This design comes from an exercise in tuning for a short achievable clock period and few clock cycles per item on the open sky130 flow, not from production work. The RTL was checked by simulation tests, not by an equivalence proof against the original design. Power is estimated from default activity; no workload was simulated.

**flow/flow/run.sh**
```bash
#!/bin/bash
# Standard layout, with plain buffers (not delay cells) on the ports,
# resizing not limited to the same cell footprint, the bus interface's
# port-to-port logic mapped on its own, and the bus pins kept together on
# one edge (flow/io.tcl), so that the port-to-port read path is short.
set -euo pipefail
bash standard.sh \
  MATCH_CELL_FOOTPRINT=0 \
  "BUFFER_PORTS_ARGS=-buffer_cell sky130_fd_sc_hd__buf_4" \
  SETUP_SLACK_MARGIN=6.5 \
  "SYNTH_KEEP_MODULES=APRSC_BUS APRSC_DEC" \
  TNS_END_PERCENT=100 \
  IO_CONSTRAINTS=$PWD/flow/io.tcl \
  finish > standard_flow.log 2>&1
```
**flow/flow/io.tcl**
```tcl
# Keep the bus pins that carry port-to-port and port-to-register paths
# together on the top edge, so that the logic between them is short.
set bus_pins {}
for {set i 0} {$i < 16} {incr i} { lappend bus_pins "i_wb_adr\[$i\]" }
lappend bus_pins i_wb_cyc i_wb_stb i_wb_we o_wb_ack
for {set i 0} {$i < 32} {incr i} { lappend bus_pins "o_wb_dat\[$i\]" }
for {set i 0} {$i < 16} {incr i} { lappend bus_pins "i_wb_dat\[$i\]" }
set_io_pin_constraint -pin_names $bus_pins -region top:* -group
```
**flow/standard.sh**
```bash
#!/bin/bash
# synth_recipe.tcl (not shown) runs the flow's synth.tcl, then flattens the netlist and writes it again
# the make line also repeats each setting of config.mk as NAME=value (left out here)
make -C /OpenROAD-flow-scripts/flow DESIGN_CONFIG=/design/flow/config.mk WORK_HOME=/design/flow/orfs CLKGATE_MAP_FILE= SYNTH_SCRIPT=/design/flow/synth_recipe.tcl "${@:-finish}"
```
**flow/config.mk**
```make
export PLATFORM = sky130hd
export DESIGN_NAME = APRSC
export DESIGN_NICKNAME = APRSC
export VERILOG_FILES = /design/flow/design.v
export SDC_FILE = /design/flow/constraint.sdc
export NUM_CORES = 4
export LEC_CHECK = 0
export CAP_MARGIN = 20
export CORE_MARGIN = 2
export CORE_UTILIZATION = 40
export SLEW_MARGIN = 20
```
**flow/constraint.sdc**
```tcl
create_clock -name core_clock -period 11.5 [get_ports {clk}]
set_input_delay 2.3000 -clock core_clock [delete_from_list [all_inputs] [get_ports {clk}]]
set_output_delay 2.3000 -clock core_clock [all_outputs]
set_load 0.01 [all_outputs]
```
**flow/design.v**
```verilog
module ACCUM (
  input             reset,        
  input             clk,          
  input             clear,        
  input             scan_in0,     
  input             scan_in1,     
  input             scan_in2,     
  input             scan_in3,     
  input             scan_in4,     
  input             scan_enable,  
  input             test_mode,    
  input      [15:0] W,
  output reg [15:0] S,
  output            scan_out0,    
  output            scan_out1,    
  output            scan_out2,    
  output            scan_out3,    
  output            scan_out4     
);
  always@(posedge clk, posedge reset)begin
    if(reset)
      S <= 0;
    else if(clear)
      S <= 0;
    else
      S <= W + S;
  end
endmodule  
module FMULT_PRE (
input  [15:0]	AnBn,
input  [10:0]	SRnDQn,
output		S,		 
output [4:0]	EXP,		 
output [5:0]	AMANT,		 
output [5:0]	BMANT		 
);
wire [12:0]	AnBnMAG;
reg  [3:0]	AnBnEXP;
assign S = AnBn[15] ^ SRnDQn[10];
assign AnBnMAG = (AnBn[15]) ? (15'h4000 - {2'b00, AnBn[15:2]}) : (AnBn[15:2]);
always @(*) begin
	casez (AnBnMAG)
		13'b1????????????: AnBnEXP = 4'hD;
		13'b01???????????: AnBnEXP = 4'hC;
		13'b001??????????: AnBnEXP = 4'hB;
		13'b0001?????????: AnBnEXP = 4'hA;
		13'b00001????????: AnBnEXP = 4'h9;
		13'b000001???????: AnBnEXP = 4'h8;
		13'b0000001??????: AnBnEXP = 4'h7;
		13'b00000001?????: AnBnEXP = 4'h6;
		13'b000000001????: AnBnEXP = 4'h5;
		13'b0000000001???: AnBnEXP = 4'h4;
		13'b00000000001??: AnBnEXP = 4'h3;
		13'b000000000001?: AnBnEXP = 4'h2;
		13'b0000000000001: AnBnEXP = 4'h1;
		default:           AnBnEXP = 4'h0;
	endcase
end
wire [18:0] norm = {AnBnMAG, 6'b000000} >> AnBnEXP;
assign EXP   = AnBnEXP + SRnDQn[9:6];
assign AMANT = (AnBnMAG != 13'd0) ? norm[5:0] : 6'h20;
assign BMANT = SRnDQn[5:0];
endmodule  
module FMULT_POST (
input		S,
input  [4:0]	EXP,
input  [5:0]	AMANT,
input  [5:0]	BMANT,
output [15:0]	WAnWBn
);
wire [11:0] MANT = AMANT * BMANT + 12'h030;
wire [14:0] MAG  = (EXP < 27) ? ({MANT[11:4], 7'b0000000} >> (26 - EXP)) : ({MANT[11:4], 7'b0000000} << (EXP - 26));
assign WAnWBn = (S) ? (17'h10000 - {2'b00, MAG}) : (MAG);
endmodule  
module FMULT_MUL (
input  [5:0]	AMANT,
input  [5:0]	BMANT,
output [7:0]	MANT		 
);
wire [11:0] P = AMANT * BMANT + 12'h030;
assign MANT = P[11:4];
endmodule  
module FMULT_SCL (
input		S,
input  [4:0]	EXP,
input  [7:0]	MANT,
output [15:0]	WAnWBn
);
wire [14:0] MAG = (EXP < 27) ? ({MANT, 7'b0000000} >> (26 - EXP)) : ({MANT, 7'b0000000} << (EXP - 26));
assign WAnWBn = (S) ? (17'h10000 - {2'b00, MAG}) : (MAG);
endmodule  
module FMULT (
input  [15:0]	AnBn,
input  [10:0]	SRnDQn,
output [15:0]	WAnWBn
);
wire		S;
wire [4:0]	EXP;
wire [5:0]	AMANT, BMANT;
FMULT_PRE  PRE  (.AnBn(AnBn), .SRnDQn(SRnDQn), .S(S), .EXP(EXP), .AMANT(AMANT), .BMANT(BMANT));
FMULT_POST POST (.S(S), .EXP(EXP), .AMANT(AMANT), .BMANT(BMANT), .WAnWBn(WAnWBn));
endmodule  
module FMULT_ACCUM (
           reset,
           clk,
           start,
           scan_in0,
           scan_in1,
           scan_in2,
           scan_in3,
           scan_in4,
           scan_enable,
           test_mode,
           scan_out0,
           scan_out1,
           scan_out2,
           scan_out3,
           scan_out4,
           b1,b2,b3,b4,b5,b6,a1,a2,
           dq1,dq2,dq3,dq4,dq5,dq6,sr1,sr2,
           se,sez,
           done
           );
input
    reset,                       
    start,
    clk;
input[15:0] b1,b2,b3,b4,b5,b6,a1,a2;              
input[10:0] dq1,dq2,dq3,dq4,dq5,dq6,sr1,sr2;      
input
    scan_in0,                    
    scan_in1,                    
    scan_in2,                    
    scan_in3,                    
    scan_in4,                    
    scan_enable,                 
    test_mode;                   
output
    scan_out0,                   
    scan_out1,                   
    scan_out2,                   
    scan_out3,                   
    scan_out4;                   
output
    done;
reg [15:0] f1;                 
reg [10:0] f2;
reg [3:0]  in_sel;
wire[15:0] S;
wire[15:0] W;
output reg[14:0] sez,se;
reg clear,done;
FMULT FMULT_INST0(
           .AnBn(f1),
           .SRnDQn(f2),
           .WAnWBn(W)
);
ACCUM ACCUM_INST0(
	   .reset(reset),
           .clk(clk),
           .clear(clear),
           .scan_in0(),
           .scan_in1(),
           .scan_in2(),
           .scan_in3(),
           .scan_in4(),
           .scan_enable(scan_enable),
           .test_mode(test_mode),
           .W(W),
           .S(S),
           .scan_out0(),
           .scan_out1(),
           .scan_out2(),
           .scan_out3(),
           .scan_out4()
);
always @(posedge reset, posedge clk)
begin
	if(reset)
	begin
		f1<=16'h0000;
		f2<=11'h000;
		in_sel <= 4'h0;
		clear<=1'b1;
		done<=1'b0;
		sez<=15'h0000;
		se <=15'h0000;
	end
	else begin
		if (start) begin
			case (in_sel)
				4'h0: begin
					f1<=16'h0000;
					f2<=11'h000;
					in_sel<= in_sel + 1'b1;
					clear<=1'b0;
					done<=1'b0;
					sez<=15'h0000;
					se <=15'h0000;
				end
				4'h1: begin
					f1 <= b1;
					f2 <= dq1;
					in_sel<= in_sel + 1'b1;
					clear<=1'b0;
					done<=1'b0;
					sez<=15'h0000;
					se <=15'h0000;
				end 
				4'h2: begin
					f1 <= b2;
					f2 <= dq2;
					in_sel<= in_sel + 1'b1;
					clear<=1'b0;
					done<=1'b0;
					sez<=15'h0000;
					se <=15'h0000;
				end
				4'h3: begin
					f1 <= b3;
					f2 <= dq3;
					in_sel<= in_sel + 1'b1;
					clear<=1'b0;
					done<=1'b0;
					sez<=15'h0000;
					se <=15'h0000;
				end
				4'h4: begin
					f1 <= b4;
					f2 <= dq4;
					in_sel<= in_sel + 1'b1;
					clear<=1'b0;
					done<=1'b0;
					sez<=15'h0000;
					se <=15'h0000;
				end
				4'h5: begin
					f1 <= b5;
					f2 <= dq5;
					in_sel<= in_sel + 1'b1;
					clear<=1'b0;
					done<=1'b0;
					sez<=15'h0000;
					se <=15'h0000;
				end
				4'h6: begin
					f1 <= b6;
					f2 <= dq6;
					in_sel<= in_sel + 1'b1;
					clear<=1'b0;
					done<=1'b0;
					sez<=15'h0000;
					se <=15'h0000;
				end
				4'h7: begin
					f1 <= a1;
					f2 <= sr1;
					sez <= 15'h0000;
					se <=15'h0000;
					in_sel<= in_sel + 1'b1;
					clear<=1'b0;
					done<=1'b0;
				end
				4'h8: begin
					f1 <= a2;
					f2 <= sr2;
					in_sel<= in_sel + 1'b1;
					clear<=1'b0;
					done<=1'b0;
					sez[14:0]<=S[15:1];
					se <=15'h0000;
				end
				4'h9: begin
					f1 <= 16'h0000;
					f2 <= 11'h000;
					in_sel<= in_sel + 1'b1;
					clear<=1'b0;
					done<=1'b0;
					sez<=sez;
					se <=15'h0000;
				end
				default: begin
					f1<=16'h0000;
					f2<=11'h000;
					se[14:0]<=S[15:1];
					sez<=sez;
					in_sel<=1'b0;
					clear<=1'b1;
					done<=1'b1;
				end
			endcase  
		end  
	end  
end  
endmodule
module ADDB (
           reset,
           clk,
           scan_in0,
           scan_in1,
           scan_in2,
           scan_in3,
           scan_in4,
           scan_enable,
           test_mode,
           scan_out0,
           scan_out1,
           scan_out2,
           scan_out3,
           scan_out4,
	   DQ,
	   SE,
	   SR
	   );
input
    reset,                       
    clk;                         
input
    scan_in0,                    
    scan_in1,                    
    scan_in2,                    
    scan_in3,                    
    scan_in4,                    
    scan_enable,                 
    test_mode;                   
output
    scan_out0,                   
    scan_out1,                   
    scan_out2,                   
    scan_out3,                   
    scan_out4;                   
input [15:0]
	DQ;
input [14:0]	
	SE;
output wire [15:0]
	SR;
wire
	DQS,
	SES;
wire [15:0] 
	DQI,
	SEI;
assign DQS	= DQ[15];									 
assign DQI	= (DQS == 1'b0)	?	DQ	:	(65536 - ({1'b0,DQ[14:0]}))	;	 
assign SES	= SE[14];									 
assign SEI	= (SES == 1'b0)	?	SE	:	(32768 + SE)	;			 
assign SR	= (DQI + SEI);									 
endmodule  
module ADDC (
           reset,
           clk,
           scan_in0,
           scan_in1,
           scan_in2,
           scan_in3,
           scan_in4,
           scan_enable,
           test_mode,
           scan_out0,
           scan_out1,
           scan_out2,
           scan_out3,
           scan_out4,
           DQ,
           SEZ,
           PK0,
           SIGPK           
       );
input
    reset,                       
    clk;                         
input
    scan_in0,                    
    scan_in1,                    
    scan_in2,                    
    scan_in3,                    
    scan_in4,                    
    scan_enable,                 
    test_mode;                   
output
    scan_out0,                   
    scan_out1,                   
    scan_out2,                   
    scan_out3,                   
    scan_out4;                   
input [15:0]
	DQ;
input [14:0]
	SEZ;
output wire
	PK0,
	SIGPK;
wire
	DQS,
	SEZS;
wire [15:0] 
	DQI,
	DQSEZ,
	SEZI;
assign	DQS	=	DQ[15];							 
assign	DQI	=	(DQS == 0)?	DQ	:	(65536 - (DQ & 32767));	 
assign	SEZS	=	SEZ[14];						 
assign	SEZI	=	(SEZS == 0)?	SEZ	:	((32768) + SEZ);	 
assign	DQSEZ	=	(DQI + SEZI);						 
assign	PK0	=	DQSEZ[15]; 						 
assign	SIGPK	=	(DQSEZ == 0);						 
endmodule  
module FLOATA (
           reset,
           clk,
           scan_in0,
           scan_in1,
           scan_in2,
           scan_in3,
           scan_in4,
           scan_enable,
           test_mode,
           scan_out0,
           scan_out1,
           scan_out2,
           scan_out3,
           scan_out4,
	   DQ,
	   DQ0
       );
input
    reset,                       
    clk;                         
input
    scan_in0,                    
    scan_in1,                    
    scan_in2,                    
    scan_in3,                    
    scan_in4,                    
    scan_enable,                 
    test_mode;                   
output
    scan_out0,                   
    scan_out1,                   
    scan_out2,                   
    scan_out3,                   
    scan_out4;                   
input [15:0] 
	DQ;
output wire [10:0] 
	DQ0;
wire
	DQS;
wire [14:0]
	MAG;
reg [3:0]
	EXP;
wire [5:0]
	MANT;
assign	DQS = DQ[15];
assign	MAG = (DQ & 32767);
always@ (MAG) begin
	casez (MAG)	
		15'b1??????????????:
			begin
				EXP <= 15;
			end
		15'b01?????????????:
			begin
				EXP <= 14;
			end
		15'b001????????????:
			begin
				EXP <= 13;
			end
		15'b0001???????????:
			begin
				EXP <= 12;
			end
		15'b00001??????????:
			begin
				EXP <= 11;
			end
		15'b000001?????????:
			begin
				EXP <= 10;
			end
		15'b0000001????????:
			begin
				EXP <= 9;
			end
		15'b00000001???????:
			begin
				EXP <= 8;
			end
		15'b000000001??????:
			begin
				EXP <= 7;
			end
		15'b0000000001?????:
			begin
				EXP <= 6;
			end
		15'b00000000001????:
			begin
				EXP <= 5;
			end
		15'b000000000001???:
			begin
				EXP <= 4;
			end
		15'b0000000000001??:
			begin
				EXP <= 3;
			end
		15'b00000000000001?:
			begin
				EXP <= 2;
			end
		15'b000000000000001:
			begin
				EXP <= 1;
			end
		default:
			begin
				EXP <= 0;
			end
	endcase
end
assign MANT = (MAG == 0)?32:(({MAG,6'b000000})>>EXP);
assign	DQ0 = ({DQS,EXP,MANT});
endmodule  
module FLOATB (
           reset,
           clk,
           scan_in0,
           scan_in1,
           scan_in2,
           scan_in3,
           scan_in4,
           scan_enable,
           test_mode,
           scan_out0,
           scan_out1,
           scan_out2,
           scan_out3,
           scan_out4,
	   SR,
	   SR0
       );
input
    reset,                       
    clk;                         
input
    scan_in0,                    
    scan_in1,                    
    scan_in2,                    
    scan_in3,                    
    scan_in4,                    
    scan_enable,                 
    test_mode;                   
output
    scan_out0,                   
    scan_out1,                   
    scan_out2,                   
    scan_out3,                   
    scan_out4;                   
input [15:0] 
	SR;
output wire [10:0] 
	SR0;
wire 
	SRS;
wire [14:0]
	MAG;
reg [3:0]
	EXP;
wire [5:0]
	MANT;
assign SRS = SR[15];
assign MAG = (SRS == 0)?SR:((65536-SR) & 32767);
always@ (MAG) begin
	casez (MAG)	
		15'b1??????????????:
			begin
				EXP <= 15;
			end
		15'b01?????????????:
			begin
				EXP <= 14;
			end
		15'b001????????????:
			begin
				EXP <= 13;
			end
		15'b0001???????????:
			begin
				EXP <= 12;
			end
		15'b00001??????????:
			begin
				EXP <= 11;
			end
		15'b000001?????????:
			begin
				EXP <= 10;
			end
		15'b0000001????????:
			begin
				EXP <= 9;
			end
		15'b00000001???????:
			begin
				EXP <= 8;
			end
		15'b000000001??????:
			begin
				EXP <= 7;
			end
		15'b0000000001?????:
			begin
				EXP <= 6;
			end
		15'b00000000001????:
			begin
				EXP <= 5;
			end
		15'b000000000001???:
			begin
				EXP <= 4;
			end
		15'b0000000000001??:
			begin
				EXP <= 3;
			end
		15'b00000000000001?:
			begin
				EXP <= 2;
			end
		15'b000000000000001:
			begin
				EXP <= 1;
			end
		default:
			begin
				EXP <= 0;
			end
	endcase
end
assign MANT = (MAG == 0)?32:({MAG,6'b000000}>>EXP);
assign SR0 = ({SRS,EXP,MANT});
endmodule  
module UPA1 (
	input     reset,
	input     clk,
	input     scan_in0,
	input     scan_in1,
	input     scan_in2,
	input     scan_in3,
	input     scan_in4,
	input     scan_enable,
	input     test_mode,
	output    scan_out0,
	output    scan_out1,
	output    scan_out2,
	output    scan_out3,
	output    scan_out4,
	input     PK0,
	input     PK1,
	input     [15:0]A1,
	input     SIGPK,
	output    [15:0]A1T
);
   reg           [15:0] UGA1;
   wire          PKS,A1S;
   wire          [15:0] ULA1;
   wire          [15:0] UA1;
assign PKS = PK0^PK1;
always @(*) begin
	if ( (!PKS) && (!SIGPK))
		UGA1<= 192;
	else if ( (PKS) && (!SIGPK))
		UGA1<= 65344;
	else 
		UGA1<=0;
end
assign A1S=A1[15];
assign ULA1= A1S ? (65536-({8'h00, A1[15:8]} + 65280)) : (65536-{8'h00, A1[15:8]});
assign UA1=(UGA1+ULA1);
assign A1T=(A1+UA1);
endmodule  
module UPA2 (
input               reset,          
input               clk,            
input               test_mode,      
input               scan_enable,    
input               scan_in0,      
input               scan_in1,       
input               scan_in2,      
input               scan_in3,      
input               scan_in4,       
output              scan_out0,      
output              scan_out1,      
output              scan_out2,      
output              scan_out3,      
output              scan_out4,      
input          PK0,            
input          PK1,            
input          PK2,           
input [15:0]   A1,                
input [15:0]   A2,                
input          SIGPK,            
output [15:0]  A2T                
       );
wire        PKS1;
wire        PKS2;
wire [16:0] UGA2A;
wire        A1S;
reg  [16:0] FA1;
wire [16:0] FA;
wire [16:0] UGA2B;
wire        UGA2S;
wire [15:0] UGA2;
wire        A2S;
wire [15:0] ULA2;
wire [15:0] UA2;
wire [15:0] a;
assign PKS1 = PK0 ^ PK1;
assign PKS2 = PK0 ^ PK2; 
assign UGA2A = PKS2 ? 114688 : 16384;
assign A1S = A1[15];  
always @(*) begin
	if (!A1S)
		FA1 <= (A1<=8191)?{A1[14:0], 2'b00}:(32764);
	else
		FA1 <= (A1>=57345)? {A1[14:0], 2'b00}: (98308);
end 
assign FA= PKS1 ? FA1 : (131072-FA1);
assign UGA2B =(UGA2A+FA);
assign UGA2S =UGA2B[16];
assign a = UGA2S ? {6'b000000, UGA2B[16:7]}+64512 : {6'b000000, UGA2B[16:7]} ;
assign UGA2 = SIGPK ? 0 : a ;         
assign A2S=A2[15]; 
assign ULA2= A2S ? (65536-({7'b0000000,A2[15:7]}+65024)) : (65536-{7'b0000000,A2[15:7]});
assign UA2 =(UGA2+ULA2);
assign A2T = (A2 + UA2);
endmodule  
module UPA2_UGA2 (
input          PK0,
input          PK1,
input          PK2,
input [15:0]   A1,
input          SIGPK,
output [15:0]  UGA2
       );
wire        PKS1 = PK0 ^ PK1;
wire        PKS2 = PK0 ^ PK2;
wire [16:0] UGA2A = PKS2 ? 114688 : 16384;
reg  [16:0] FA1;
wire [16:0] FA;
wire [16:0] UGA2B;
wire [15:0] a;
always @(*) begin
	if (!A1[15])
		FA1 = (A1<=8191)?{A1[14:0], 2'b00}:(32764);
	else
		FA1 = (A1>=57345)? {A1[14:0], 2'b00}: (98308);
end
assign FA    = PKS1 ? FA1 : (131072-FA1);
assign UGA2B = (UGA2A+FA);
assign a     = UGA2B[16] ? {6'b000000, UGA2B[16:7]}+64512 : {6'b000000, UGA2B[16:7]} ;
assign UGA2  = SIGPK ? 0 : a ;
endmodule  
module UPA2_ULA2 (
input [15:0]   A2,
output [15:0]  ULA2
       );
assign ULA2 = A2[15] ? (65536-({7'b0000000,A2[15:7]}+65024)) : (65536-{7'b0000000,A2[15:7]});
endmodule  
module UPB (
input			reset,
input			clk,
input	[1:0]		rate_in,
input			Un,
input [15:0]	DQn,
input [15:0]	Bn,
input			scan_in0,
input			scan_in1,
input			scan_in2,
input			scan_in3,
input			scan_in4,
input			scan_enable,
input			test_mode,
output		scan_out0,
output		scan_out1,
output		scan_out2,
output		scan_out3,
output		scan_out4,
output reg [15:0] BnP
	);
wire [15:0] DQnMAG;	 
wire 		BnS;		 
wire [15:0] UBn;
reg [15:0] UGBn;		 
reg [15:0] ULBn;		 
assign DQnMAG = {1'b0, DQn[14:0]};	 
assign BnS = Bn[15];	 
always @(*) begin
	if (DQnMAG == 16'h0000) begin
		UGBn <= 16'h0000;		 
	end else if (Un) begin
		UGBn <= 16'hFF80;		 
	end else begin
		UGBn <= 16'h0080;		 
	end
end
always @(*) begin
	if (rate_in == 2'b00) begin
		if (BnS) begin
			ULBn <= 17'h10000 - ({9'h1FF, Bn[15:9]});
		end else begin
			ULBn <= 17'h10000 - ({9'h000, Bn[15:9]});
		end
	end else begin
		if (BnS) begin
			ULBn <= 17'h10000 - ({8'hFF, Bn[15:8]});
		end else begin
			ULBn <= 17'h10000 - ({8'h00, Bn[15:8]});
		end
	end
end
assign UBn = UGBn + ULBn;
always @(*) begin
	BnP <= Bn + UBn;
end
endmodule  
module LIMC (
           reset,
           clk,
           scan_in0,
           scan_in1,
           scan_in2,
           scan_in3,
           scan_in4,
           scan_enable,
           test_mode,
           scan_out0,
           scan_out1,
           scan_out2,
           scan_out3,
           scan_out4,
           A2T,
           A2P
       );
input
    reset,                       
    clk;                         
input
    scan_in0,                    
    scan_in1,                    
    scan_in2,                    
    scan_in3,                    
    scan_in4,                    
    scan_enable,                 
    test_mode;                   
output
    scan_out0,                   
    scan_out1,                   
    scan_out2,                   
    scan_out3,                   
    scan_out4;                   
input [15:0] A2T;
output reg [15:0] A2P;
 reg [15:0] A2UL;
 reg [15:0] A2LL;
always@(A2T)begin
                A2UL  = 16'h3000;                     
                A2LL  = 16'hD000;                     
		if ((16'h8000 <= A2T) && (A2T <= A2LL)) begin        
                A2P = A2LL;
                end
                else if ((A2UL <= A2T) && (A2T <= 16'h7FFF)) begin        
                A2P = A2UL;
                end 
                else begin
                A2P = A2T;
                end
end
endmodule                
module LIMD (
           reset,
           clk,
           scan_in0,
           scan_in1,
           scan_in2,
           scan_in3,
           scan_in4,
           scan_enable,
           test_mode,
           scan_out0,
           scan_out1,
           scan_out2,
           scan_out3,
           scan_out4,
           A1T,
           A2P,
           A1P
       );
input
    reset,                       
    clk;                         
input
    scan_in0,                    
    scan_in1,                    
    scan_in2,                    
    scan_in3,                    
    scan_in4,                    
    scan_enable,                 
    test_mode;                   
output
    scan_out0,                   
    scan_out1,                   
    scan_out2,                   
    scan_out3,                   
    scan_out4;                   
input [15:0]
	A1T;
input [15:0]
	A2P;
output reg [15:0]
       A1P;
 reg [15:0] A1UL;
 reg [15:0] A1LL;
 reg [15:0] OME;
always @(A1T,A2P)begin
                OME   = 16'd15360;
                A1UL  = (OME + 65536 - A2P);                     
                A1LL  = (A2P + 65536 - OME); 
                if ( 32768 <= A1T && A1T <= A1LL) begin        
                A1P = A1LL;
                end 
                else if ( A1UL <= A1T && A1T <= 32767) begin        
                A1P = A1UL;
                end 
                else begin
                A1P = A1T;
                end
end 
endmodule  
module TRIGB (
           reset,
           clk,
           scan_in0,
           scan_in1,
           scan_in2,
           scan_in3,
           scan_in4,
           scan_enable,
           test_mode,
           scan_out0,
           scan_out1,
           scan_out2,
           scan_out3,
           scan_out4,
           TR,
           AnP,
           AnR
       );
input
    reset,                       
    clk;                         
input
    scan_in0,                    
    scan_in1,                    
    scan_in2,                    
    scan_in3,                    
    scan_in4,                    
    scan_enable,                 
    test_mode,                   
    TR;
input [15:0] AnP;
output
    scan_out0,                   
    scan_out1,                   
    scan_out2,                   
    scan_out3,                   
    scan_out4;                   
output [15:0] AnR;
reg [15:0] AnR;
always @ (AnP, TR) begin
	if ( TR == 0) begin
		AnR = AnP;                    
	end else begin
		AnR = 0;                      
	end
end
endmodule  
module XOR (
           reset,
           clk,
           scan_in0,
           scan_in1,
           scan_in2,
           scan_in3,
           scan_in4,
           scan_enable,
           test_mode,
           scan_out0,
           scan_out1,
           scan_out2,
           scan_out3,
           scan_out4,
           DQn,
           DQ,
           Un
       );
input
    reset,                       
    clk;                         
input
    scan_in0,                    
    scan_in1,                    
    scan_in2,                    
    scan_in3,                    
    scan_in4,                    
    scan_enable,                 
    test_mode;                   
input [15:0] DQ;
input [10:0] DQn;
output
    scan_out0,                   
    scan_out1,                   
    scan_out2,                   
    scan_out3,                   
    scan_out4,                   
    Un;
reg DQS;
reg DQnS;
reg Un;
always @ (DQn, DQ) begin
	DQS = DQ [15];        
	DQnS = DQn [10];      
	Un = DQS ^ DQnS;      
end
endmodule  
module DELAY #(
  parameter SIZE   = 16,   
  parameter RSTVAL = 0     
)(
  input                 reset,        
  input                 clk,          
  input                 en,           
  input  [SIZE-1:0]     X,            
  output reg [SIZE-1:0] Y,            
  output [SIZE-1:0]     T             
);
  localparam [SIZE-1:0] RV = RSTVAL;
  reg [31*SIZE-1:0] R;  
  assign T = R[30*SIZE +: SIZE];
  always@(posedge clk, posedge reset) begin
    if(reset) begin  
      Y <= RV;
      R <= {31{RV}};
    end
    else if(en) begin  
      Y <= R[30*SIZE +: SIZE];
      R <= {R[0 +: 30*SIZE], X};
    end
  end
endmodule
module APRSC (
	input             reset,       
	input             clk,         
	input      [31:0] i_wb_adr,    
	input      [3:0]  i_wb_sel,    
	input             i_wb_we,     
	output     [31:0] o_wb_dat,    
	input      [31:0] i_wb_dat,    
	input             i_wb_cyc,    
	input             i_wb_stb,    
	output            o_wb_ack,    
	output            o_wb_err     
);
localparam APRSC_TR   = 16'h0000;
localparam APRSC_DQ   = 16'h0004;
localparam APRSC_REQ  = 16'h0008;
localparam APRSC_RATE = 16'h000C;
localparam APRSC_A2P  = 16'h0010;
localparam APRSC_SE   = 16'h0014;
localparam APRSC_ACK  = 16'h0018;
localparam APRSC_SR   = 16'h001C;
wire wb_req   = i_wb_stb & i_wb_cyc;
wire wb_write = wb_req & i_wb_we;
wire wb_read  = wb_req & ~i_wb_we;
wire rd_reg = (i_wb_adr[15:5] == 11'h000) & i_wb_adr[4] & (i_wb_adr[1:0] == 2'b00);
reg  rd_other;
assign o_wb_err = 1'b0;
reg         shift;                        
wire        pk1, pk2, pk1n, pk2n;
wire [10:0] sr1, sr2, sr1n, sr2n;
wire [10:0] dq1, dq2, dq3, dq4, dq5, dq6;
wire [10:0] dq1n, dq2n, dq3n, dq4n, dq5n, dq6n;
wire [15:0] a1, a2, a1n, a2n;
wire [15:0] b1, b2, b3, b4, b5, b6;
wire [15:0] b1n, b2n, b3n, b4n, b5n, b6n;
reg         u_pk0;
reg  [10:0] u_sr0, u_dq0;
reg  [15:0] u_a1r, u_a2r;
reg  [15:0] u_b1r, u_b2r, u_b3r, u_b4r, u_b5r, u_b6r;
DELAY #(.SIZE(1),  .RSTVAL(0))  DELAY_PK0 (.reset(reset), .clk(clk), .en(shift), .X(u_pk0), .Y(pk1), .T(pk1n));
DELAY #(.SIZE(1),  .RSTVAL(0))  DELAY_PK1 (.reset(reset), .clk(clk), .en(shift), .X(pk1),   .Y(pk2), .T(pk2n));
DELAY #(.SIZE(11), .RSTVAL(32)) DELAY_SR0 (.reset(reset), .clk(clk), .en(shift), .X(u_sr0), .Y(sr1), .T(sr1n));
DELAY #(.SIZE(11), .RSTVAL(32)) DELAY_SR1 (.reset(reset), .clk(clk), .en(shift), .X(sr1),   .Y(sr2), .T(sr2n));
DELAY #(.SIZE(11), .RSTVAL(32)) DELAY_DQ0 (.reset(reset), .clk(clk), .en(shift), .X(u_dq0), .Y(dq1), .T(dq1n));
DELAY #(.SIZE(11), .RSTVAL(32)) DELAY_DQ1 (.reset(reset), .clk(clk), .en(shift), .X(dq1),   .Y(dq2), .T(dq2n));
DELAY #(.SIZE(11), .RSTVAL(32)) DELAY_DQ2 (.reset(reset), .clk(clk), .en(shift), .X(dq2),   .Y(dq3), .T(dq3n));
DELAY #(.SIZE(11), .RSTVAL(32)) DELAY_DQ3 (.reset(reset), .clk(clk), .en(shift), .X(dq3),   .Y(dq4), .T(dq4n));
DELAY #(.SIZE(11), .RSTVAL(32)) DELAY_DQ4 (.reset(reset), .clk(clk), .en(shift), .X(dq4),   .Y(dq5), .T(dq5n));
DELAY #(.SIZE(11), .RSTVAL(32)) DELAY_DQ5 (.reset(reset), .clk(clk), .en(shift), .X(dq5),   .Y(dq6), .T(dq6n));
DELAY #(.SIZE(16), .RSTVAL(0))  DELAY_A1R (.reset(reset), .clk(clk), .en(shift), .X(u_a1r), .Y(a1),  .T(a1n));
DELAY #(.SIZE(16), .RSTVAL(0))  DELAY_A2R (.reset(reset), .clk(clk), .en(shift), .X(u_a2r), .Y(a2),  .T(a2n));
DELAY #(.SIZE(16), .RSTVAL(0))  DELAY_B1R (.reset(reset), .clk(clk), .en(shift), .X(u_b1r), .Y(b1),  .T(b1n));
DELAY #(.SIZE(16), .RSTVAL(0))  DELAY_B2R (.reset(reset), .clk(clk), .en(shift), .X(u_b2r), .Y(b2),  .T(b2n));
DELAY #(.SIZE(16), .RSTVAL(0))  DELAY_B3R (.reset(reset), .clk(clk), .en(shift), .X(u_b3r), .Y(b3),  .T(b3n));
DELAY #(.SIZE(16), .RSTVAL(0))  DELAY_B4R (.reset(reset), .clk(clk), .en(shift), .X(u_b4r), .Y(b4),  .T(b4n));
DELAY #(.SIZE(16), .RSTVAL(0))  DELAY_B5R (.reset(reset), .clk(clk), .en(shift), .X(u_b5r), .Y(b5),  .T(b5n));
DELAY #(.SIZE(16), .RSTVAL(0))  DELAY_B6R (.reset(reset), .clk(clk), .en(shift), .X(u_b6r), .Y(b6),  .T(b6n));
wire [7:0]  m_s;
wire [39:0] m_exp;
wire [47:0] m_am, m_bm;
reg  [7:0]  p1_s;
reg  [39:0] p1_exp;
reg  [47:0] p1_am, p1_bm;
FMULT_PRE PRE1 (.AnBn(b1n), .SRnDQn(dq1n), .S(m_s[0]), .EXP(m_exp[ 0 +: 5]), .AMANT(m_am[ 0 +: 6]), .BMANT(m_bm[ 0 +: 6]));
FMULT_PRE PRE2 (.AnBn(b2n), .SRnDQn(dq2n), .S(m_s[1]), .EXP(m_exp[ 5 +: 5]), .AMANT(m_am[ 6 +: 6]), .BMANT(m_bm[ 6 +: 6]));
FMULT_PRE PRE3 (.AnBn(b3n), .SRnDQn(dq3n), .S(m_s[2]), .EXP(m_exp[10 +: 5]), .AMANT(m_am[12 +: 6]), .BMANT(m_bm[12 +: 6]));
FMULT_PRE PRE4 (.AnBn(b4n), .SRnDQn(dq4n), .S(m_s[3]), .EXP(m_exp[15 +: 5]), .AMANT(m_am[18 +: 6]), .BMANT(m_bm[18 +: 6]));
FMULT_PRE PRE5 (.AnBn(b5n), .SRnDQn(dq5n), .S(m_s[4]), .EXP(m_exp[20 +: 5]), .AMANT(m_am[24 +: 6]), .BMANT(m_bm[24 +: 6]));
FMULT_PRE PRE6 (.AnBn(b6n), .SRnDQn(dq6n), .S(m_s[5]), .EXP(m_exp[25 +: 5]), .AMANT(m_am[30 +: 6]), .BMANT(m_bm[30 +: 6]));
FMULT_PRE PRE7 (.AnBn(a1n), .SRnDQn(sr1n), .S(m_s[6]), .EXP(m_exp[30 +: 5]), .AMANT(m_am[36 +: 6]), .BMANT(m_bm[36 +: 6]));
FMULT_PRE PRE8 (.AnBn(a2n), .SRnDQn(sr2n), .S(m_s[7]), .EXP(m_exp[35 +: 5]), .AMANT(m_am[42 +: 6]), .BMANT(m_bm[42 +: 6]));
wire [15:0] uga2_c0, uga2_c1, ula2;
wire [15:0] a1t_c0, a1t_c1, a1t_cz;
reg  [15:0] p1_uga2_c0, p1_uga2_c1, p1_ula2, p1_a2;
reg  [15:0] p1_a1t_c0, p1_a1t_c1, p1_a1t_cz;
UPA2_UGA2 UGA2_C0 (.SIGPK(1'b0), .PK0(1'b0), .PK1(pk1n), .PK2(pk2n), .A1(a1n), .UGA2(uga2_c0));
UPA2_UGA2 UGA2_C1 (.SIGPK(1'b0), .PK0(1'b1), .PK1(pk1n), .PK2(pk2n), .A1(a1n), .UGA2(uga2_c1));
UPA2_ULA2 ULA2_N  (.A2(a2n), .ULA2(ula2));
UPA1 UPA1_C0 (.reset(reset), .clk(clk), .test_mode(1'b0), .SIGPK(1'b0), .PK0(1'b0), .PK1(pk1n), .A1(a1n), .A1T(a1t_c0));
UPA1 UPA1_C1 (.reset(reset), .clk(clk), .test_mode(1'b0), .SIGPK(1'b0), .PK0(1'b1), .PK1(pk1n), .A1(a1n), .A1T(a1t_c1));
UPA1 UPA1_CZ (.reset(reset), .clk(clk), .test_mode(1'b0), .SIGPK(1'b1), .PK0(1'b0), .PK1(pk1n), .A1(a1n), .A1T(a1t_cz));
always @(posedge clk or posedge reset) begin
	if (reset) begin
		p1_s       <= 8'h00;
		p1_exp     <= 40'h0;
		p1_am      <= 48'h0;
		p1_bm      <= 48'h0;
		p1_uga2_c0 <= 16'h0000;
		p1_uga2_c1 <= 16'h0000;
		p1_ula2    <= 16'h0000;
		p1_a2      <= 16'h0000;
		p1_a1t_c0  <= 16'h0000;
		p1_a1t_c1  <= 16'h0000;
		p1_a1t_cz  <= 16'h0000;
	end else begin
		p1_s       <= m_s;
		p1_exp     <= m_exp;
		p1_am      <= m_am;
		p1_bm      <= m_bm;
		p1_uga2_c0 <= uga2_c0;
		p1_uga2_c1 <= uga2_c1;
		p1_ula2    <= ula2;
		p1_a2      <= a2n;
		p1_a1t_c0  <= a1t_c0;
		p1_a1t_c1  <= a1t_c1;
		p1_a1t_cz  <= a1t_cz;
	end
end
wire [63:0] m_mant;
reg  [7:0]  p2_s;
reg  [39:0] p2_exp;
reg  [63:0] p2_mant;
genvar gi;
generate
	for (gi = 0; gi < 8; gi = gi + 1) begin : g_mul
		FMULT_MUL MUL (.AMANT(p1_am[6*gi +: 6]), .BMANT(p1_bm[6*gi +: 6]), .MANT(m_mant[8*gi +: 8]));
	end
endgenerate
wire [15:0] a2t_c0 = p1_a2 + p1_uga2_c0 + p1_ula2;
wire [15:0] a2t_c1 = p1_a2 + p1_uga2_c1 + p1_ula2;
wire [15:0] a2t_cz = p1_a2 + p1_ula2;
wire [15:0] a2p_c0, a2p_c1, a2p_cz;
reg  [15:0] p2_a2p_c0, p2_a2p_c1, p2_a2p_cz;
reg  [15:0] p2_a1t_c0, p2_a1t_c1, p2_a1t_cz;
LIMC LIMC_C0 (.reset(reset), .clk(clk), .test_mode(1'b0), .A2T(a2t_c0), .A2P(a2p_c0));
LIMC LIMC_C1 (.reset(reset), .clk(clk), .test_mode(1'b0), .A2T(a2t_c1), .A2P(a2p_c1));
LIMC LIMC_CZ (.reset(reset), .clk(clk), .test_mode(1'b0), .A2T(a2t_cz), .A2P(a2p_cz));
always @(posedge clk or posedge reset) begin
	if (reset) begin
		p2_s      <= 8'h00;
		p2_exp    <= 40'h0;
		p2_mant   <= 64'h0;
		p2_a2p_c0 <= 16'h0000;
		p2_a2p_c1 <= 16'h0000;
		p2_a2p_cz <= 16'h0000;
		p2_a1t_c0 <= 16'h0000;
		p2_a1t_c1 <= 16'h0000;
		p2_a1t_cz <= 16'h0000;
	end else begin
		p2_s      <= p1_s;
		p2_exp    <= p1_exp;
		p2_mant   <= m_mant;
		p2_a2p_c0 <= a2p_c0;
		p2_a2p_c1 <= a2p_c1;
		p2_a2p_cz <= a2p_cz;
		p2_a1t_c0 <= p1_a1t_c0;
		p2_a1t_c1 <= p1_a1t_c1;
		p2_a1t_cz <= p1_a1t_cz;
	end
end
wire [127:0] w;
wire [15:0]  a1p_c0, a1p_c1, a1p_cz;
reg  [127:0] p3_w;
reg  [15:0]  p3_a2p_c0, p3_a2p_c1, p3_a2p_cz;
reg  [15:0]  p3_a1p_c0, p3_a1p_c1, p3_a1p_cz;
generate
	for (gi = 0; gi < 8; gi = gi + 1) begin : g_scl
		FMULT_SCL SCL (.S(p2_s[gi]), .EXP(p2_exp[5*gi +: 5]), .MANT(p2_mant[8*gi +: 8]), .WAnWBn(w[16*gi +: 16]));
	end
endgenerate
LIMD LIMD_C0 (.reset(reset), .clk(clk), .test_mode(1'b0), .A1T(p2_a1t_c0), .A2P(p2_a2p_c0), .A1P(a1p_c0));
LIMD LIMD_C1 (.reset(reset), .clk(clk), .test_mode(1'b0), .A1T(p2_a1t_c1), .A2P(p2_a2p_c1), .A1P(a1p_c1));
LIMD LIMD_CZ (.reset(reset), .clk(clk), .test_mode(1'b0), .A1T(p2_a1t_cz), .A2P(p2_a2p_cz), .A1P(a1p_cz));
always @(posedge clk or posedge reset) begin
	if (reset) begin
		p3_w      <= 128'h0;
		p3_a2p_c0 <= 16'h0000;
		p3_a2p_c1 <= 16'h0000;
		p3_a2p_cz <= 16'h0000;
		p3_a1p_c0 <= 16'h0000;
		p3_a1p_c1 <= 16'h0000;
		p3_a1p_cz <= 16'h0000;
	end else begin
		p3_w      <= w;
		p3_a2p_c0 <= p2_a2p_c0;
		p3_a2p_c1 <= p2_a2p_c1;
		p3_a2p_cz <= p2_a2p_cz;
		p3_a1p_c0 <= a1p_c0;
		p3_a1p_c1 <= a1p_c1;
		p3_a1p_cz <= a1p_cz;
	end
end
reg  [15:0] p4_s12, p4_s34, p4_s56, p4_s78;
reg  [15:0] p5_sum_z, p5_sum_a;
always @(posedge clk or posedge reset) begin
	if (reset) begin
		p4_s12   <= 16'h0000;
		p4_s34   <= 16'h0000;
		p4_s56   <= 16'h0000;
		p4_s78   <= 16'h0000;
		p5_sum_z <= 16'h0000;
		p5_sum_a <= 16'h0000;
	end else begin
		p4_s12   <= p3_w[0 +: 16]  + p3_w[16 +: 16];
		p4_s34   <= p3_w[32 +: 16] + p3_w[48 +: 16];
		p4_s56   <= p3_w[64 +: 16] + p3_w[80 +: 16];
		p4_s78   <= p3_w[96 +: 16] + p3_w[112 +: 16];
		p5_sum_z <= p4_s12 + p4_s34 + p4_s56;
		p5_sum_a <= (p4_s12 + p4_s34) + (p4_s56 + p4_s78);
	end
end
reg [14:0] se, sez;
reg [15:0] a2p_c0_q, a2p_c1_q, a2p_cz_q;
reg [15:0] a1p_c0_q, a1p_c1_q, a1p_cz_q;
always @(posedge clk or posedge reset) begin
	if (reset) begin
		se       <= 15'h0000;
		sez      <= 15'h0000;
		a2p_c0_q <= 16'h0080;
		a2p_c1_q <= 16'hFF80;
		a2p_cz_q <= 16'h0000;
		a1p_c0_q <= 16'h00C0;
		a1p_c1_q <= 16'hFF40;
		a1p_cz_q <= 16'h0000;
	end else if (shift) begin
		se       <= p5_sum_a[15:1];
		sez      <= p5_sum_z[15:1];
		a2p_c0_q <= p3_a2p_c0;
		a2p_c1_q <= p3_a2p_c1;
		a2p_cz_q <= p3_a2p_cz;
		a1p_c0_q <= p3_a1p_c0;
		a1p_c1_q <= p3_a1p_c1;
		a1p_cz_q <= p3_a1p_cz;
	end
end
reg [15:0] dq;
reg        tr;
reg [1:0]  rate_in;
reg        ack;         
reg [15:0] sr_q;        
reg        pk0_q, sigpk_q;
reg [15:0] a2p_q;       
wire [15:0] sr_w;
wire        pk0_w, sigpk_w;
wire        dq_neg = i_wb_dat[15];
wire [15:0] dq_mag = {1'b0, i_wb_dat[14:0]};
wire [15:0] sei    = {se[14], se};
wire [15:0] sezi   = {sez[14], sez};
wire [15:0] sr_pos = sei + dq_mag;
wire [15:0] sr_neg = sei - dq_mag;
wire [15:0] sz_pos = sezi + dq_mag;
wire [15:0] sz_neg = sezi - dq_mag;
reg  [15:0] nsezi;
assign sr_w    = dq_neg ? sr_neg : sr_pos;
assign pk0_w   = dq_neg ? sz_neg[15] : sz_pos[15];
assign sigpk_w = dq_neg ? (dq_mag == sezi) : (dq_mag == nsezi);
always @(posedge clk or posedge reset) begin
	if (reset) nsezi <= 16'h0000;
	else       nsezi <= 16'h0000 - sezi;
end
wire [15:0] a2p_w = sigpk_w ? a2p_cz_q : (pk0_w ? a2p_c1_q : a2p_c0_q);
wire wr_tr   = wb_write & (i_wb_adr[15:0] == APRSC_TR);
wire wr_dq   = wb_write & (i_wb_adr[15:0] == APRSC_DQ);
wire wr_req  = wb_write & (i_wb_adr[15:0] == APRSC_REQ);
wire wr_rate = wb_write & (i_wb_adr[15:0] == APRSC_RATE);
wire rd_a2p  = wb_read  & (i_wb_adr[15:0] == APRSC_A2P);
always @(posedge clk or posedge reset) begin
	if (reset) begin
		dq      <= 16'h0000;
		tr      <= 1'b0;
		rate_in <= 2'b00;
		ack     <= 1'b0;
		sr_q    <= 16'h0000;
		pk0_q   <= 1'b0;
		sigpk_q <= 1'b1;
		a2p_q   <= 16'h0000;
		shift   <= 1'b0;
		rd_other <= 1'b0;
	end else begin
		if (wr_tr)   tr      <= i_wb_dat[0];
		if (wr_rate) rate_in <= i_wb_dat[1:0];
		if (wr_dq) begin
			dq      <= i_wb_dat[15:0];
			sr_q    <= sr_w;
			pk0_q   <= pk0_w;
			sigpk_q <= sigpk_w;
			a2p_q   <= a2p_w;
		end
		if (wr_req & i_wb_dat[0]) ack <= 1'b1;
		else if (shift)           ack <= 1'b0;
		shift <= rd_a2p;
		rd_other <= wb_read & ~rd_reg & ~rd_other;
	end
end
wire [15:0] b1p, b2p, b3p, b4p, b5p, b6p;
wire [15:0] b1r, b2r, b3r, b4r, b5r, b6r;
wire        u1, u2, u3, u4, u5, u6;
wire [10:0] dq0, sr0;
wire [15:0] a1p = sigpk_q ? a1p_cz_q : (pk0_q ? a1p_c1_q : a1p_c0_q);
FLOATA FLOATA_INST0 (.reset(reset), .clk(clk), .test_mode(1'b0), .DQ(dq), .DQ0(dq0));
FLOATB FLOATB_INST0 (.reset(reset), .clk(clk), .test_mode(1'b0), .SR(sr_q), .SR0(sr0));
XOR XOR_INST0 (.reset(reset), .clk(clk), .test_mode(1'b0), .DQn(dq1), .DQ(dq), .Un(u1));
XOR XOR_INST1 (.reset(reset), .clk(clk), .test_mode(1'b0), .DQn(dq2), .DQ(dq), .Un(u2));
XOR XOR_INST2 (.reset(reset), .clk(clk), .test_mode(1'b0), .DQn(dq3), .DQ(dq), .Un(u3));
XOR XOR_INST3 (.reset(reset), .clk(clk), .test_mode(1'b0), .DQn(dq4), .DQ(dq), .Un(u4));
XOR XOR_INST4 (.reset(reset), .clk(clk), .test_mode(1'b0), .DQn(dq5), .DQ(dq), .Un(u5));
XOR XOR_INST5 (.reset(reset), .clk(clk), .test_mode(1'b0), .DQn(dq6), .DQ(dq), .Un(u6));
UPB UPB_INST0 (.reset(reset), .clk(clk), .test_mode(1'b0), .DQn(dq), .Un(u1), .rate_in(rate_in), .Bn(b1), .BnP(b1p));
UPB UPB_INST1 (.reset(reset), .clk(clk), .test_mode(1'b0), .DQn(dq), .Un(u2), .rate_in(rate_in), .Bn(b2), .BnP(b2p));
UPB UPB_INST2 (.reset(reset), .clk(clk), .test_mode(1'b0), .DQn(dq), .Un(u3), .rate_in(rate_in), .Bn(b3), .BnP(b3p));
UPB UPB_INST3 (.reset(reset), .clk(clk), .test_mode(1'b0), .DQn(dq), .Un(u4), .rate_in(rate_in), .Bn(b4), .BnP(b4p));
UPB UPB_INST4 (.reset(reset), .clk(clk), .test_mode(1'b0), .DQn(dq), .Un(u5), .rate_in(rate_in), .Bn(b5), .BnP(b5p));
UPB UPB_INST5 (.reset(reset), .clk(clk), .test_mode(1'b0), .DQn(dq), .Un(u6), .rate_in(rate_in), .Bn(b6), .BnP(b6p));
TRIGB TRIGB_B1P (.reset(reset), .clk(clk), .test_mode(1'b0), .AnP(b1p), .TR(tr), .AnR(b1r));
TRIGB TRIGB_B2P (.reset(reset), .clk(clk), .test_mode(1'b0), .AnP(b2p), .TR(tr), .AnR(b2r));
TRIGB TRIGB_B3P (.reset(reset), .clk(clk), .test_mode(1'b0), .AnP(b3p), .TR(tr), .AnR(b3r));
TRIGB TRIGB_B4P (.reset(reset), .clk(clk), .test_mode(1'b0), .AnP(b4p), .TR(tr), .AnR(b4r));
TRIGB TRIGB_B5P (.reset(reset), .clk(clk), .test_mode(1'b0), .AnP(b5p), .TR(tr), .AnR(b5r));
TRIGB TRIGB_B6P (.reset(reset), .clk(clk), .test_mode(1'b0), .AnP(b6p), .TR(tr), .AnR(b6r));
always @(posedge clk or posedge reset) begin
	if (reset) begin
		u_pk0 <= 1'b0;
		u_sr0 <= 11'd32;
		u_dq0 <= 11'd32;
		u_a1r <= 16'h0000;
		u_a2r <= 16'h0000;
		u_b1r <= 16'h0000;
		u_b2r <= 16'h0000;
		u_b3r <= 16'h0000;
		u_b4r <= 16'h0000;
		u_b5r <= 16'h0000;
		u_b6r <= 16'h0000;
	end else begin
		u_pk0 <= pk0_q;
		u_sr0 <= sr0;
		u_dq0 <= dq0;
		u_a1r <= tr ? 16'h0000 : a1p;
		u_a2r <= tr ? 16'h0000 : a2p_q;
		u_b1r <= b1r;
		u_b2r <= b2r;
		u_b3r <= b3r;
		u_b4r <= b4r;
		u_b5r <= b5r;
		u_b6r <= b6r;
	end
end
wire        rd_other_nx = wb_read & ~rd_reg & ~rd_other;
wire [15:0] a2p_nx = wr_dq ? a2p_w : a2p_q;
wire [15:0] sr_nx  = wr_dq ? sr_w : sr_q;
wire [14:0] se_nx  = shift ? p5_sum_a[15:1] : se;
wire        ack_nx = (wr_req & i_wb_dat[0]) | (ack & ~shift);
reg  [15:0] rdq_hi, rdq_a2p, rdq_se, rdq_ack, rdq_sr;
always @(posedge clk or posedge reset) begin
	if (reset) begin
		rdq_hi  <= 16'h0000;
		rdq_a2p <= 16'h0000;
		rdq_se  <= 16'h0000;
		rdq_ack <= 16'h0000;
		rdq_sr  <= 16'h0000;
	end else begin
		rdq_hi  <= rd_other_nx ? 16'hdead : 16'h0000;
		rdq_a2p <= rd_other_nx ? 16'hbeef : a2p_nx;
		rdq_se  <= rd_other_nx ? 16'hbeef : {1'b0, se_nx};
		rdq_ack <= rd_other_nx ? 16'hbeef : {15'h0000, ack_nx};
		rdq_sr  <= rd_other_nx ? 16'hbeef : sr_nx;
	end
end
wire [15:0] rd_sel;
APRSC_DEC DEC0 (.adr(i_wb_adr[3:2]), .sel(rd_sel[ 3: 0]));
APRSC_DEC DEC1 (.adr(i_wb_adr[3:2]), .sel(rd_sel[ 7: 4]));
APRSC_DEC DEC2 (.adr(i_wb_adr[3:2]), .sel(rd_sel[11: 8]));
APRSC_DEC DEC3 (.adr(i_wb_adr[3:2]), .sel(rd_sel[15:12]));
APRSC_BUS BUS (
	.adr(i_wb_adr[15:0]), .we(i_wb_we), .cyc(i_wb_cyc), .stb(i_wb_stb), .rd_other(rd_other), .sel(rd_sel),
	.rdq_hi(rdq_hi), .rdq_a2p(rdq_a2p), .rdq_se(rdq_se), .rdq_ack(rdq_ack), .rdq_sr(rdq_sr),
	.ack(o_wb_ack), .dat(o_wb_dat)
);
endmodule  
module APRSC_BUS (
	input      [15:0] adr,
	input             we,
	input             cyc,
	input             stb,
	input             rd_other,    
	input      [15:0] sel,         
	input      [15:0] rdq_hi,
	input      [15:0] rdq_a2p,
	input      [15:0] rdq_se,
	input      [15:0] rdq_ack,
	input      [15:0] rdq_sr,
	output            ack,
	output reg [31:0] dat
);
wire rd_reg = (adr[15:5] == 11'h000) & adr[4] & (adr[1:0] == 2'b00);
assign ack = cyc & stb & (we | rd_reg | rd_other);
integer k;
always @(*) begin
	dat[31:16] = rdq_hi;
	for (k = 0; k < 16; k = k + 1)
		dat[k] = (sel[4*(k/4)+0] & rdq_a2p[k])      
		       | (sel[4*(k/4)+1] & rdq_se[k])       
		       | (sel[4*(k/4)+2] & rdq_ack[k])      
		       | (sel[4*(k/4)+3] & rdq_sr[k]);      
end
endmodule  
module APRSC_DEC (
	input  [1:0] adr,
	output [3:0] sel
);
assign sel = 4'b0001 << adr;
endmodule  
```
==> results of run 1 <==
==> kinds of logic after synthesis <==
| family | count (synthesis) | synth area share |
|---|---|---|
| AOI/OAI and AO/OA | 2029 | 0.0388 |
| xor gates and xnor gates | 734 | 0.0189 |
| adders and majority gates | 1059 | 0.0453 |
| buffers and inverters | 1872 | 0.0210 |
| DFF | 8065 | 0.593 |
| muxes | 7283 | 0.241 |
| other | 2 | 0.0000220 |
| and+or+nand+nor | 2903 | 0.0416 |
==> cell usage after synthesis (137+ instances only) <==
library cell | count | share of area
xor2_1 | 247 | 0.0064
clkbuf_1 | 1029 | 0.011
fa_1 | 289 | 0.017
nand3_1 | 217 | 0.0032
nand2_1 | 856 | 0.0094
mux2_2 | 7001 | 0.23
ha_1 | 769 | 0.028
nor2_1 | 638 | 0.0070
and2_1 | 208 | 0.0038
nand2b_1 | 137 | 0.0025
dfstp_2 | 278 | 0.021
a21oi_1 | 480 | 0.0071
nor3_1 | 213 | 0.0031
o21ai_0 | 542 | 0.0080
xnor2_1 | 487 | 0.013
nor2b_1 | 155 | 0.0028
mux2i_1 | 249 | 0.0073
dfrtp_1 | 7787 | 0.57
inv_1 | 758 | 0.0084
==> power groups by stage <==
stage          Sequential [mW]  Combinational, mW  Clock, mW
5_1_grt                   28.4              0.840       29.7
4_1_cts                   28.4              0.746       28.5
3_3_place_gp              28.9              0.716          0
3_5_place_dp              28.9              0.731          0
2_1_floorplan             29.4              0.447          0
6_report                  28.4              0.699       27.5
==> Yosys stat by module, one instance, submodules excluded <==
module / area (um^2) / flops+latches / cells inside
APRSC: 340000 / 8065 / 23900
APRSC_BUS: 493 / 0 / 70
APRSC_DEC: 26.3 / 0 / 4
==> final timing paths <==
check,endpoint,slack [ps],cells after the start
hold / removal,p1_bm[34],330,0
min in group asynchronous,DELAY_B5R.R[270],1440,2
hold reg to reg,p1_bm[34],330,0
setup reg to reg,p3_a1p_c1[7],6680,16
max in group asynchronous,DELAY_DQ3.R[130],7320,6
setup / recovery,o_wb_dat[1],6130,5
==> stage by stage <==
step	instance area, um^2	worst slack (ps)
after floorplan	341000	-103180
after global placement	354000	5410
after detailed placement	354000	5440
after CTS	383000	6130
after global routing	383000	6110
final	383000	6130
==> flip-flops by register name, summed over array words and instances, names as in the netlist, 496 cells and up <==
name and flops:
DELAY_B2R.R 496, DELAY_B1R.R 496, DELAY_A2R.R 496, DELAY_B4R.R 496, DELAY_B6R.R 496, DELAY_B5R.R 496
DELAY_A1R.R 496, DELAY_B3R.R 496
==> metal layers <==
metal | vias up | track usage | part of all wire
met2 | 2066 | 0.239 | 0.48
met4 | 0 | 0.0422 | 0.031
li1 | 84600 | - | -
met1 | 92400 | 0.200 | 0.46
met3 | 1005 | 0.0181 | 0.031
met5 | - | 0 | 0
==> what timing repair did <==
action	CTS	global route
cloned	4	0
setup endpoints to repair	68	82
hold buffers	0	0
setup buffers	0	6
resized for setup	96	61
pin swaps	34	17
==> layout make-up <==
| cell class | count | area [um^2] |
|---|---|---|
| antenna | 42 | 105 |
| clock buffer | 1222 | 24300 |
| clock inverter | 319 | 4310 |
| fill | 75400 | 467000 |
| inverter | 768 | 2900 |
| multi-input combinational | 14000 | 132000 |
| sequential | 8065 | 202000 |
| tap | 11300 | 14100 |
| timing repair buffer | 322 | 3550 |
==> impl_metrics.yaml, run 1 <==
global_route:
  grt-ovfl-total: 0
  grt_pass1_vias: 188000
  grt_pass1_wl_um: 1030000
  grt_max_degree: 217
  antenna_found_initial: 24
  track_usage: 0.144
sta:
  fin_crit_ps: 5370
  max_freq_mhz: 186
  worst_pin_slew_ps: 1230
  finalSetupViolations: 0
  skew_ps: 111
  finalHoldViolCount: 0
  finalCritPeriodShare: 0.467
  finalMaxSlewViolations: 0
  fin_tns_setup_ps: 0
  rsz0062_at_grt: "true"
  slew_headroom: 0.176
  holdWs_ps: 331
pwr:
  internal_power_mw: 44.7
  power_switching_mw: 12.0
  combPwrFrac: 0.012
  power-per-cell-area_nw_per_um2: 148
  peakVddDrop_mv: 0.150
  switching_share: 0.212
  power.total_mw: 56.6
  power.leakage_nw: 192
  power_frac_seq: 0.501
  clockPowerShare: 0.486
min_path:
  min-delay-start: "DELAY_DQ5.R[334]"
  hold_class: "register to register"
setup_path:
  slowest_stage: "and2b_2"
  crit_start: "i_wb_adr[2]"
  crit_required_ps: 9200
  path_cells: "buf_16 -> and2b_2 -> a22oi_2 -> nand2_2 -> buf_6"
  path_delay_family: "simple AND/OR/NAND/NOR gates"
  path_class: "input port to output port"
  cp_num_buf_inv: 2
  crit_path_start_kind: "input port"
  cp_max_fo: 6
  max_stage_delay_ps: 230
  crit_path_end_kind: "output port"
  arrival_ps: 3070
  regToRegStartpoint: "p2_a2p_c1[0]"
synthesis:
  avgSynthCellArea_um2: 14.2
  synth.cell_area_um2: 341000
  syn_inst: 23900
  synth-seq-cells: 8065
  synth_edf_count: 0
  yosysSeqAreaShare: 0.593
  ys_types: 113
  yosysWarnings: 15
  synth_ff_type: "dfrtp_1"
  async_flop_share: 1.00
clock_network:
  cts_tree: "built"
  cts-root-buf: "clkbuf_16"
  clock_latency_ps: 1150
  htree_levels: 6
  clk_path_buf_depth: 4
  numCtsBuffers: 832
  clock_sinks: 8065
  clk_pin_slew_ps: 60
cells_and_area:
  fin_nets: 25100
  drive_gt1_frac: 0.373
  utilization: 0.451
  final_cell_mix: "dfrtp_1 (7,781), mux2_2 (7,001), clkbuf_16 (842)"
  final_common_cell: "dfrtp_1"
  finalNonFillerCells: 36000
  syn2layout_area_growth_pct: 12.6
detailed_routing:
  ant_nets: 0
  vias_per_cell: 5.00
  wire_per_inst_um: 17.3
  postRouteWirelength_um: 624000
  drcViolationCount: 0
  num_vias: 180000
  drtPass1Iterations: 5
  drtIter0Drc: 9622
placed_design:
  portBuffers: 64
  place.gp.congestion: 0.817
  dp.cells: 34400
  hpwl_um: 409000
die:
  fp.dieH_um: 927
  die-area_um2: 859000
  ios: 107
  row_count: 339
  core-area_um2: 850000
  die_x_um: 927
  start_util: 0.401
job:
  maxCapViolCount: 0
run_status:
  status: "finished clean"
Testbench counts, summed over its fixed seeds: cycles 36,864, samples 4,096.
==> run 2, diff against run 1 <==
--- a/flow/design.v
+++ b/flow/design.v
@@ -1422,9 +1422,11 @@
 	end
 end
-wire [15:0] rd_sel;
-APRSC_DEC DEC0 (.adr(i_wb_adr[3:2]), .sel(rd_sel[ 3: 0]));
-APRSC_DEC DEC1 (.adr(i_wb_adr[3:2]), .sel(rd_sel[ 7: 4]));
-APRSC_DEC DEC2 (.adr(i_wb_adr[3:2]), .sel(rd_sel[11: 8]));
-APRSC_DEC DEC3 (.adr(i_wb_adr[3:2]), .sel(rd_sel[15:12]));
+wire [31:0] rd_sel;
+genvar di;
+generate
+	for (di = 0; di < 8; di = di + 1) begin : g_dec
+		APRSC_DEC DEC (.adr(i_wb_adr[3:2]), .sel(rd_sel[4*di +: 4]));
+	end
+endgenerate
 APRSC_BUS BUS (
 	.adr(i_wb_adr[15:0]), .we(i_wb_we), .cyc(i_wb_cyc), .stb(i_wb_stb), .rd_other(rd_other), .sel(rd_sel),
@@ -1439,5 +1441,5 @@
 	input             stb,
 	input             rd_other,    
-	input      [15:0] sel,         
+	input      [31:0] sel,         
 	input      [15:0] rdq_hi,
 	input      [15:0] rdq_a2p,
@@ -1454,8 +1456,8 @@
 	dat[31:16] = rdq_hi;
 	for (k = 0; k < 16; k = k + 1)
-		dat[k] = (sel[4*(k/4)+0] & rdq_a2p[k])      
-		       | (sel[4*(k/4)+1] & rdq_se[k])       
-		       | (sel[4*(k/4)+2] & rdq_ack[k])      
-		       | (sel[4*(k/4)+3] & rdq_sr[k]);      
+		dat[k] = (sel[4*(k/2)+0] & rdq_a2p[k])      
+		       | (sel[4*(k/2)+1] & rdq_se[k])       
+		       | (sel[4*(k/2)+2] & rdq_ack[k])      
+		       | (sel[4*(k/2)+3] & rdq_sr[k]);      
 end
 endmodule  
==> impl_metrics.yaml, run 2 <==
run_status:
  status: "finished clean"
setup_path:
  crit_required_ps: 9200
  slowest_stage: "and2b_2"
  max_stage_delay_ps: 210
  crit_path_start_kind: "input port"
  crit_path_end_kind: "output port"
  path_class: "input port to output port"
  path_cells: "clkbuf_16 -> and2b_2 -> a22oi_2 -> nand2_2 -> buf_6"
  arrival_ps: 3060
  cp_max_fo: 5
detailed_routing:
  ant_nets: 0
  num_vias: 181000
  vias_per_cell: 5.03
  drtPass1Iterations: 9
  drtIter0Drc: 10700
  drcViolationCount: 0
  wire_per_inst_um: 17.8
  postRouteWirelength_um: 640000
global_route:
  grt-ovfl-total: 0
  grt_pass1_wl_um: 1060000
  track_usage: 0.147
  grt_pass1_vias: 189000
  grt_max_degree: 192
  antenna_found_initial: 16
sta:
  slew_headroom: 0.231
  max_freq_mhz: 187
  finalHoldViolCount: 0
  finalCritPeriodShare: 0.466
  worst_pin_slew_ps: 1150
  rsz0062_at_grt: "true"
  finalSetupViolations: 0
  fin_tns_setup_ps: 0
  finalMaxSlewViolations: 0
  fin_crit_ps: 5360
  skew_ps: 98.4
synthesis:
  yosysTopAreaCellShare: 0.571
  ys_types: 111
  synth_ff_type: "dfrtp_1"
  avgSynthCellArea_um2: 14.2
  yosys.area_share.simple: 0.0412
  synth_edf_count: 0
  synth_mux_area_frac: 0.241
  synth.cell_area_um2: 341000
  async_flop_share: 1.00
  yosysTopAreaCell: "dfrtp_1"
  yosysWarnings: 15
  synth-adder-area-share: 0.0452
  yosysSeqAreaShare: 0.593
  synth-seq-cells: 8065
  synth_top_family_by_area: "multiplexers"
  synth_common_cells: "dfrtp_1 (7,787), mux2_2 (7,013), clkbuf_1 (1,026)"
  syn_inst: 24000
  synth_area_leaders: "dfrtp_1 (57%), mux2_2 (23%), ha_1 (2.8%), dfstp_2 (2.1%), fa_1 (1.7%)"
  synth_compound_area_frac: 0.0396
  synth_most_common_cell: "dfrtp_1"
  synthXorXnorAreaFrac: 0.0184
pwr:
  power_switching_mw: 12.0
  combPwrFrac: 0.013
  power.leakage_nw: 191
  switching_share: 0.212
  clockPowerShare: 0.486
  internal_power_mw: 44.6
  power_frac_seq: 0.502
  peakVddDrop_mv: 0.156
  power-per-cell-area_nw_per_um2: 147
cells_and_area:
  fin_nets: 25200
  utilization: 0.451
  num-fill-cells: 75500
  multi_input_comb_area_um2: 132000
  syn2layout_area_growth_pct: 12.5
  final_cell_mix: "dfrtp_1 (7,783), mux2_2 (7,013), clkbuf_16 (842)"
  final_common_cell: "dfrtp_1"
  final_area_um2: 384000
  drive_gt1_frac: 0.373
  regArea_um2: 202000
die:
  start_util: 0.401
  die_x_um: 928
  fp.dieH_um: 928
  row_count: 339
  die-area_um2: 860000
  core-area_um2: 851000
  ios: 107
placed_design:
  hpwl_um: 419000
  detailed_place.area_um2: 354000
  portBuffers: 64
  place.gp.congestion: 0.821
clock_network:
  numCtsBuffers: 831
  cts_tree: "built"
  clock_latency_ps: 1150
  clock_sinks: 8065
  clk_path_buf_depth: 4
  htree_levels: 6
  cts-root-buf: "clkbuf_16"
  clk_pin_slew_ps: 60
job:
  maxCapViolCount: 0
min_path:
  hold_class: "register to register"
run 2: per-module statistics from Yosys, one instance, submodules excluded:
module	flip-flops and latches	cells	times used	area, um^2
APRSC_BUS	0	70	1	493
APRSC	8065	23900	1	340000
APRSC_DEC	0	4	8	26.3
run 2: kinds of logic after synthesis:
logic type | Yosys count
flip-flops | 8065
buffers and inverters | 1918
XOR/XNOR | 717
AO/OA/AOI/OAI | 2064
other | 2
multiplexers | 7302
adder cells (fa/ha/maj) | 1060
AND/OR/NAND/NOR | 2869
run 2: per-layer routing:
layer,track usage,routed length [um],vias to the layer above
met2,0.234,293000,2135
met4,0.0398,18400,0
met5,0,0,-
met3,0.0187,20300,1037
li1,-,-,84900
met1,0.215,308000,93200
run 2: cell type report:
| type | instances | area share |
|---|---|---|
| Timing Repair Buffer | 311 | 0.00927 |
| Antenna cell | 24 | 0.000157 |
| Tap cell | 11300 | 0.0367 |
| Inverter | 805 | 0.00793 |
| Sequential cell | 8065 | 0.527 |
| Clock inverter | 301 | 0.0107 |
| Multi-Input combinational cell | 14000 | 0.345 |
| Clock buffer | 1239 | 0.0637 |
run 2: repair_timing:
| action | in CTS | in global routing |
|---|---|---|
| hold buffers | 0 | 0 |
| pin swaps | 42 | 15 |
| setup buffers | 7 | 8 |
| cloned | 6 | 0 |
| endpoints found under the setup margin | 112 | 92 |
| gates resized for setup | 101 | 61 |
run 2: power groups by stage:
stage | clock network (mW) | logic, mW | registers [mW]
after floorplan | 0 | 0.448 | 29.4
after global placement | 0 | 0.724 | 28.9
after detailed placement | 0 | 0.739 | 28.9
after CTS | 28.5 | 0.757 | 28.4
after global routing | 29.7 | 0.849 | 28.4
final | 27.5 | 0.708 | 28.4
run 2: critical path: cells and delay by family:
kind	cells	cell delay, ps
compound gates	1	140
buf+inv	2	280
simple gates	2	330
run 2: final timing paths:
kind                                    from                to  slack, ps  cells past startpoint
worst min-delay path              p1_exp[39]        p2_exp[39]        270                      0
min in group asynchronous              reset  DELAY_DQ5.R[301]       1490                      3
worst max register to register  p2_a2p_c0[0]      p3_a1p_c0[3]       6680                     17
max in group asynchronous              reset  DELAY_B2R.R[216]       7690                      6
worst max-delay path             i_wb_adr[2]       o_wb_dat[5]       6140                      5
worst min register to register    p1_exp[39]        p2_exp[39]        270                      0
run 2: stage by stage:
step           std cells  power (mW)  hold WS [ps]  worst slack, ps
6_report           36000        56.6           274             6140
5_1_grt            36000        58.9           310             6100
4_1_cts            36000        57.6           281             6150
3_5_place_dp       34400        29.6           335             5260
3_3_place_gp       34400        29.6           336             5190
2_1_floorplan      24000        29.8           331          -103180
Testbench counts of run 2, summed over its fixed seeds: cycles 36,864, samples 4,096.

-- static timing again, ports no longer ideal --
In the flow no input, the clock included, has a driving cell. The finished layouts below were timed again as built, in two steps.
Step 1 sets driving cells, clkbuf_16 on the clock port and buf_2 on the other inputs (assumed; they add their load-dependent delay and slew).
Step 2 also shifts input and output timing later by t, the mid clock arrival at the registers, as if the neighbouring blocks saw the same clock.
a / b / c = no drivers / after step 1 / after step 2; a / b = the first two.
run	shift t [ns]	setup slack, ns	hold slack, ns
run 1	1.231	6.132 / 5.941 / 5.713	0.331 / 0.331 / 0.331
run 2	1.236	6.141 / 5.858 / 5.728	0.274 / 0.274 / 0.274
After both steps every run listed still meets setup and hold. For run 1, which loses most, drivers alone change the setup slack by -0.191 ns; drivers and shift together by -0.419 ns.
